This design comes from an exercise in tuning for small area, a short achievable clock period and few clock cycles on the open sky130 flow, not from production work. Function was checked by simulation only, so behaviour that the tests miss may differ from the original.

<file path="flow/config.mk">
export PLATFORM = sky130hd
export DESIGN_NAME = fft
export DESIGN_NICKNAME = fft
export VERILOG_FILES = /design/flow/design.v
export SDC_FILE = /design/flow/constraint.sdc
export NUM_CORES = 4
export LEC_CHECK = 0
export CAP_MARGIN = 20
export CORE_MARGIN = 2
export CORE_UTILIZATION = 40
export SLEW_MARGIN = 20
</file>
<file path="flow/run.sh">
#!/bin/bash
# synth_recipe.tcl (not shown) runs the flow's synth.tcl, then flattens the netlist and writes it again
# the make line also repeats each setting of config.mk as NAME=value (left out here)
make -C /OpenROAD-flow-scripts/flow DESIGN_CONFIG=/design/flow/config.mk WORK_HOME=/design/flow/orfs CLKGATE_MAP_FILE= SYNTH_SCRIPT=/design/flow/synth_recipe.tcl finish
</file>
<file path="flow/design.v">
module butterfly_ra2 #(parameter S = 3) (
	input             clk,
	input      [6:0]  pos,
	input      [15:0] xin,
	output     [15:0] xout
);
	localparam D = 1 << S;
	localparam L = D + 2;
	reg  [16*L-1:0] sr;                  
	reg  [15:0]     x2r;
	reg  [15:0]     twr;
	reg  [8:0]      r9r, i9r;
	wire [6:0]      j = pos - 7'd2;
	wire [6:0]      q = pos - D - 7'd2;
	wire [5:0]      lo = pos[5:0] & (D - 1);
	wire [15:0]     tw;
	wnp twtab(.address(lo << (6 - S)), .q(tw));
	wire signed [7:0]  xr = x2r[15:8];
	wire signed [7:0]  xi = x2r[7:0];
	wire signed [7:0]  wr = twr[15:8];
	wire signed [7:0]  wi = twr[7:0];
	wire signed [15:0] rel;
	wire signed [15:0] img;
	generate
		if (S == 2) begin : g_const
			wire signed [15:0] sxr = xr;
			wire signed [15:0] sxi = xi;
			wire signed [15:0] s = sxr + sxi;
			wire signed [15:0] d = sxi - sxr;
			reg  signed [15:0] rl, im;
			always @(*)
				case (twr[1:0])
					2'd0: begin rl = sxr * 16'sd127; im = sxi * 16'sd127; end
					2'd1: begin rl = s * 16'sd90;    im = d * 16'sd90;    end
					2'd2: begin rl = sxi * 16'sd127; im = -(sxr * 16'sd127); end
					default: begin rl = d * 16'sd90; im = -(s * 16'sd90); end
				endcase
			assign rel = rl;
			assign img = im;
		end else begin : g_gen
			assign rel = xr * wr - xi * wi;
			assign img = xi * wr + xr * wi;
		end
	endgenerate
	wire [15:0] x1 = sr[16*(D+2)-1 -: 16];
	wire [8:0]  p = {x1[15], x1[15:8]} + r9r;
	wire [8:0]  u = {x1[15], x1[15:8]} - r9r;
	wire [8:0]  qq = {x1[7], x1[7:0]} + i9r;
	wire [8:0]  v = {x1[7], x1[7:0]} - i9r;
	wire [15:0] a = {p[8:1], qq[8:1]};
	wire [15:0] b = {u[8:1], v[8:1]};
	integer k;
	always @(posedge clk) begin
		sr[15:0] <= xin;
		sr[31:16] <= sr[15:0];
		sr[47:32] <= j[S] ? b : sr[31:16];
		for (k = 3; k < L; k = k + 1)
			sr[16*k +: 16] <= sr[16*(k-1) +: 16];
		x2r <= xin;
		twr <= (S == 2) ? {14'd0, lo[1:0]} : tw;
		r9r <= rel[15:7];
		i9r <= img[15:7];
	end
	assign xout = q[S] ? sr[16*L-1 -: 16] : a;
endmodule
module bf_s0 (
	input             clk,
	input      [6:0]  pos,       
	input      [7:0]  xin,
	output     [7:0]  xout
);
	reg  [7:0] r0, r1;           
	reg  [7:0] ar, br;           
	wire [6:0] j = pos - 7'd1;   
	wire [6:0] q = pos - 7'd2;   
	wire signed [7:0]  x1 = r0;
	wire signed [7:0]  x2 = xin;
	wire signed [15:0] rel = x2 * 16'sd127;
	wire        [8:0]  r9 = rel[15:7];
	wire        [8:0]  p = {x1[7], x1} + r9;
	wire        [8:0]  u = {x1[7], x1} - r9;
	always @(posedge clk) begin
		r0 <= xin;
		r1 <= j[0] ? br : r0;
		ar <= p[8:1];
		br <= u[8:1];
	end
	assign xout = q[0] ? r1 : ar;
endmodule
module bf_s1 (
	input             clk,
	input      [6:0]  pos,
	input      [7:0]  xin,
	output     [15:0] xout
);
	reg  [7:0]  r0;
	reg  [15:0] r1, r2;
	reg  [15:0] ar, br;
	wire [6:0]  j = pos - 7'd1;
	wire [6:0]  q = pos - 7'd3;
	wire signed [7:0]  x1 = r1[15:8];    
	wire signed [7:0]  x2 = xin;
	wire signed [15:0] m = x2 * 16'sd127;
	wire signed [15:0] mn = -m;
	wire        [8:0]  r9 = pos[0] ? 9'd0 : m[15:7];
	wire        [8:0]  i9 = pos[0] ? mn[15:7] : 9'd0;
	wire        [8:0]  p = {x1[7], x1} + r9;
	wire        [8:0]  u = {x1[7], x1} - r9;
	wire        [8:0]  v = 9'd0 - i9;
	always @(posedge clk) begin
		r0 <= xin;
		r1 <= j[1] ? br : {r0, 8'd0};
		r2 <= r1;
		ar <= {p[8:1], i9[8:1]};
		br <= {u[8:1], v[8:1]};
	end
	assign xout = q[1] ? r2 : ar;
endmodule
module ram128 #(parameter I = 0, parameter J = 6, parameter W = 8) (
	input              clk,
	input      [6:0]   pos,
	input      [W-1:0] din,
	output     [W-1:0] dout
);
	localparam L = (1 << J) - (1 << I);
	reg  [W*L-1:0] sr;           
	wire           byp = pos[J] & ~pos[I];
	wire [W-1:0]   last = sr[W*L-1 -: W];
	always @(posedge clk)
		sr <= {sr[W*(L-1)-1:0], byp ? last : din};
	assign dout = byp ? din : last;
endmodule
module wnp (
	input      [5:0]  address,
	output reg [15:0] q
);
	always @(*)
		case (address)
      6'd0: q = 16'h7f00;
      6'd1: q = 16'h7ffa;
      6'd2: q = 16'h7ef4;
      6'd3: q = 16'h7eed;
      6'd4: q = 16'h7de7;
      6'd5: q = 16'h7be1;
      6'd6: q = 16'h7adb;
      6'd7: q = 16'h78d5;
      6'd8: q = 16'h75cf;
      6'd9: q = 16'h73ca;
      6'd10: q = 16'h70c4;
      6'd11: q = 16'h6dbf;
      6'd12: q = 16'h6ab9;
      6'd13: q = 16'h66b4;
      6'd14: q = 16'h62af;
      6'd15: q = 16'h5eab;
      6'd16: q = 16'h5aa6;
      6'd17: q = 16'h55a2;
      6'd18: q = 16'h519e;
      6'd19: q = 16'h4c9a;
      6'd20: q = 16'h4796;
      6'd21: q = 16'h4193;
      6'd22: q = 16'h3c90;
      6'd23: q = 16'h368d;
      6'd24: q = 16'h318b;
      6'd25: q = 16'h2b88;
      6'd26: q = 16'h2586;
      6'd27: q = 16'h1f85;
      6'd28: q = 16'h1983;
      6'd29: q = 16'h1382;
      6'd30: q = 16'h0c82;
      6'd31: q = 16'h0681;
      6'd32: q = 16'h0081;
      6'd33: q = 16'hfa81;
      6'd34: q = 16'hf482;
      6'd35: q = 16'hed82;
      6'd36: q = 16'he783;
      6'd37: q = 16'he185;
      6'd38: q = 16'hdb86;
      6'd39: q = 16'hd588;
      6'd40: q = 16'hcf8b;
      6'd41: q = 16'hca8d;
      6'd42: q = 16'hc490;
      6'd43: q = 16'hbf93;
      6'd44: q = 16'hb996;
      6'd45: q = 16'hb49a;
      6'd46: q = 16'haf9e;
      6'd47: q = 16'haba2;
      6'd48: q = 16'ha6a6;
      6'd49: q = 16'ha2ab;
      6'd50: q = 16'h9eaf;
      6'd51: q = 16'h9ab4;
      6'd52: q = 16'h96b9;
      6'd53: q = 16'h93bf;
      6'd54: q = 16'h90c4;
      6'd55: q = 16'h8dca;
      6'd56: q = 16'h8bcf;
      6'd57: q = 16'h88d5;
      6'd58: q = 16'h86db;
      6'd59: q = 16'h85e1;
      6'd60: q = 16'h83e7;
      6'd61: q = 16'h82ed;
      6'd62: q = 16'h82f4;
      6'd63: q = 16'h81fa;
			default: q = 16'h0000;
		endcase
endmodule
module fft(
	rst_n,
	clk,
	data1,
	fft_go,
	fft_done,
	fft_res
);
	input rst_n;
	input clk;
	input signed [7:0] data1;
	input fft_go;
	output reg fft_done;
	output reg [15:0] fft_res;
	localparam [8:0] OUT0 = 9'd249;              
	localparam [8:0] LAST = OUT0 + 9'd127;       
	reg        run;
	reg  [8:0] cnt;
	always @(posedge clk or negedge rst_n)
		if (!rst_n) begin
			run <= 1'b0;
			cnt <= 9'd0;
		end else if (fft_go) begin
			run <= 1'b1;
			cnt <= 9'd1;
		end else if (run) begin
			cnt <= cnt + 9'd1;
			if (cnt == LAST)
				run <= 1'b0;
		end
	always @(posedge clk or negedge rst_n)
		if (!rst_n)
			fft_done <= 1'b0;
		else
			fft_done <= run & ~fft_go & (cnt >= OUT0 - 9'd1) & (cnt <= LAST - 9'd1);
	reg [7:0] din;
	always @(posedge clk)
		din <= data1;
	wire [7:0]  s_a, s_b, s_c, s_0;
	wire [15:0] s_1, s_2, s_3, s_4, s_5, s_6;
	ram128 #(.I(0), .J(6), .W(8)) swp_a(.clk(clk), .pos(cnt[6:0] - 7'd4),  .din(din), .dout(s_a));
	ram128 #(.I(1), .J(5), .W(8)) swp_b(.clk(clk), .pos(cnt[6:0] - 7'd67), .din(s_a), .dout(s_b));
	ram128 #(.I(2), .J(4), .W(8)) swp_c(.clk(clk), .pos(cnt[6:0] - 7'd97), .din(s_b), .dout(s_c));
	bf_s0 st0(.clk(clk), .pos(cnt[6:0] - 7'd109), .xin(s_c), .xout(s_0));
	bf_s1 st1(.clk(clk), .pos(cnt[6:0] - 7'd111), .xin(s_0), .xout(s_1));
	butterfly_ra2 #(.S(2)) st2(.clk(clk), .pos(cnt[6:0] - 7'd114), .xin(s_1), .xout(s_2));
	butterfly_ra2 #(.S(3)) st3(.clk(clk), .pos(cnt[6:0] - 7'd120), .xin(s_2), .xout(s_3));
	butterfly_ra2 #(.S(4)) st4(.clk(clk), .pos(cnt[6:0] - 7'd130), .xin(s_3), .xout(s_4));
	butterfly_ra2 #(.S(5)) st5(.clk(clk), .pos(cnt[6:0] - 7'd148), .xin(s_4), .xout(s_5));
	butterfly_ra2 #(.S(6)) st6(.clk(clk), .pos(cnt[6:0] - 7'd182), .xin(s_5), .xout(s_6));
	always @(posedge clk)
		fft_res <= s_6;
endmodule
</file>
<file path="flow/constraint.sdc">
create_clock -name core_clock -period 8.0 [get_ports {clk}]
set_input_delay 1.6000 -clock core_clock [delete_from_list [all_inputs] [get_ports {clk}]]
set_output_delay 1.6000 -clock core_clock [all_outputs]
set_load 0.01 [all_outputs]
</file>
==> run notes <==
==> registers in the layout, summed over array words and instances (netlist names), 14 cells and up <==
signal and cells:
st5.sr 544, st1.br 16, st1.r1 16, swp_a.sr 504
st3.sr 160, st1.r2 16, swp_c.sr 96, st4.sr 288
st1.ar 16, st6.sr 1056, st4.twr 16, st5.twr 16
st6.twr 16, swp_b.sr 240, st2.sr 96, fft_res 16
st3.twr 14
==> cell type report <==
class / instances / area share (%)
antenna: 34 / 0.0590
clock buffer: 440 / 6.36
clock inverter: 138 / 1.34
inverter: 1506 / 3.92
multi-input combinational: 5381 / 38.3
sequential: 3277 / 45.5
tap: 4180 / 3.63
timing repair buffer: 153 / 0.852
==> routing by layer <==
metal / wire (um) / global-route usage, % / vias to the layer above / share of wire (%)
met5: 0 / 0 / - / 0
met4: 8650 / 5.78 / 0 / 3.5
met3: 10100 / 2.24 / 415 / 4.1
met2: 117000 / 26.1 / 1236 / 48
met1: 108000 / 20.1 / 33900 / 44
li1: - / - / 32700 / -
==> worst max-delay path: cells and delay by family, from the launching register on <==
| family | cells | cell delay, ns |
|---|---|---|
| compound gates | 8 | 1.44 |
| xor+xnor | 1 | 0.18 |
| mux | 1 | 0.25 |
| flops | 1 | 0.40 |
| buf+inv | 6 | 0.75 |
| fa+ha+maj | 8 | 2.74 |
| simple gates | 10 | 1.72 |
==> what timing repair did <==
action | CTS | global route
buffers inserted | 0 | 9
gates resized for setup | 0 | 5
hold endpoints to repair | 0 | 0
endpoints found under the setup margin | 0 | 7
==> layout by cell type (no fill, tap or decap), types with 106 or more instances in the layout <==
cell type,netlist,routed
dfxtp_1,3266,3266
inv_1,1497,1497
fa_1,1208,1208
ha_1,825,824
nand2_1,596,596
and2_1,570,570
xnor2_1,359,354
clkbuf_16,0,323
nor2_1,294,294
a21oi_1,270,268
o21ai_0,268,263
xor2_1,141,135
buf_4,0,125
o21bai_1,106,106
==> path summary, 6_finish.rpt <==
path                       startpoint    endpoint  cells past startpoint
setup reg to reg               cnt[2]   st0.br[6]                     34
hold reg to reg            st2.sr[49]  st2.sr[65]                      0
hold / removal             st2.sr[49]  st2.sr[65]                      0
setup / recovery               cnt[2]   st0.br[6]                     34
max in group asynchronous       rst_n      cnt[0]                      1
min in group asynchronous       rst_n    fft_done                      1
==> synthesized netlist by cell type (23+ instances only) <==
library cell | number | area, um2
a211oi_1 | 35 | 263
a21o_1 | 35 | 263
a21oi_1 | 270 | 1350
and2_1 | 570 | 3570
and3_1 | 23 | 144
clkbuf_1 | 228 | 856
dfxtp_1 | 3266 | 65400
fa_1 | 1208 | 24200
ha_1 | 825 | 10300
inv_1 | 1497 | 5620
mux2_2 | 45 | 507
mux2i_1 | 40 | 400
nand2_1 | 596 | 2240
nand2b_1 | 78 | 488
nand3_1 | 53 | 265
nor2_1 | 294 | 1100
nor2b_1 | 43 | 269
nor3_1 | 71 | 355
o211ai_1 | 27 | 203
o21a_1 | 28 | 210
o21ai_0 | 268 | 1340
o21bai_1 | 106 | 796
or3_1 | 31 | 194
xnor2_1 | 359 | 3140
xor2_1 | 141 | 1230
==> through the flow <==
step,utilization [%],TNS (ns)
floorplan,-,0
global placement,41.9,0
detailed placement,41.9,0
CTS,45.4,0
global route,45.4,-0.0447
finish,45.4,0
==> logic make-up (layout without fill, tap and decap cells) <==
logic type      Yosys count  count (layout)  synth area share (%)
compound gates          912             912                  4.45
mux                     101             101                 0.989
flops                  3277            3277                  51.6
fa+ha+maj              2035            2035                  27.1
other cells               0              34                     0
xor+xnor                502             502                  3.48
buf+inv                1755            2237                  5.18
simple gates           1831            1831                  7.21
==> flow_summary.ini <==
[clock_tree]
cts_buffer_depth = 4
cts_buffers = 316
clk_latency_ns = 0.90
h-tree-depth = 5
clockRootBuffer = clkbuf_16
clk_pin_slew_ns = 0.06
cts_tree = done
postCtsHoldBufs = 0
numClockSinks = 3277

[synth]
synth-warning-count = 15
syn_area_um2 = 127000
syn_nets = 12500
avgSynthCellArea_um2 = 12.2
ys_ff_latch = 3277
synth_cell_types = 95
async_flop_share_pct = 0.336
ys.flop_type = dfxtp_1
synth_edf_count = 0
synthCells = 10400
seq_area_frac_synth_pct = 51.6

[timing]
relSlewSlack_pct = 18.2
max_freq_ghz = 0.132
fin_skew_ns = 0.0581
rsz0062_at_grt = true
post-route-period-util_pct = 94.6
min_period_ns = 7.57
slew_viol_final = 0
finalHoldViolations = 0
setup_viol_count_final = 0
whs_ns = 0.277
setup_ws_ns = 0.431
worstMarginPinSlew_ns = 1.21

[detailed_routing]
drc = 0
drt-pass1-iter-count = 7
vias = 68200
drt_iter0_markers = 3388
drtAntennaViolNets = 0
wl_per_cell_um = 16.2
wirelength_mm = 244
via_per_inst = 4.51

[floorplanning]
die-area_um2 = 323000
core_um2 = 317000
die_h_um = 568
die_x_um = 568
rows = 207
ios = 28
start_util_pct = 40.1

[worst_setup_path]
cp-end-kind = flip-flop
crit_path_start_kind = flip-flop
cp_max_fo = 21
cp_common_cell = ha_1
reg2reg_slack_ns = 0.43
cpPeakStageDelay_ns = 0.52
worstPathRequired_ns = 8.77
arrival_ns = 8.34
critPathSlowestCell = fa_1
critPathKind = flip-flop to flip-flop

[grt]
globalRouteTotalUtil_pct = 15.5
grt_antenna_before_repair = 17
grt_max_degree = 63
grt_pass1_vias = 74000
grt_overflow = 0
grt_pass1_wl_mm = 402

[placed_design]
dp.cells = 14500
place_ws_ns = 0.0676
placed_area_um2 = 133000
place_congestion = 0.878
portBuffers = 27
dpl.hpwl_mm = 174

[cells_and_area]
regArea_um2 = 65700
stdcell_area_um2 = 144000
multi_input_area_um2 = 55200
fillers = 28400
drive_above_1_share_pct = 7.08
finalNetCount = 12700
area_delta_synth_final_pct = 13.2
stdcell_count = 15100

[job]
maxCapViolCount = 0

[status]
outcome = timing/DRC/antenna clean

[hold_path]
hold_class = flip-flop to flip-flop
Testbench counts, summed over its fixed seeds: cycles 18,096.

## port drivers added, routing unchanged
The flow's constraints put no driver on any port. The routed layout listed below was extracted and timed again, unchanged, in two steps. Step 1: set_driving_cell puts a clkbuf_16 on clk and a buf_2 on each other input, an assumption about the parent block. Step 2 also shifts input and output timing later by t, the mid clock arrival at the registers, as if the neighbouring blocks saw the same clock. Slacks: ideal ports / drivers / drivers and shift; pairs: ideal ports / drivers.
t, ns: 0.966
slack for setup (ns): 0.431 / 0.431 / 0.431
hold slack, ns: 0.277 / 0.277 / 0.277
latest minus earliest clock arrival (ns): 0.098 / 0.098
pins driven straight from the clock port: 1
After both steps this run still meets setup and hold. The setup slack of this run moves by 0.000 ns with the drivers and by 0.000 ns with both steps.
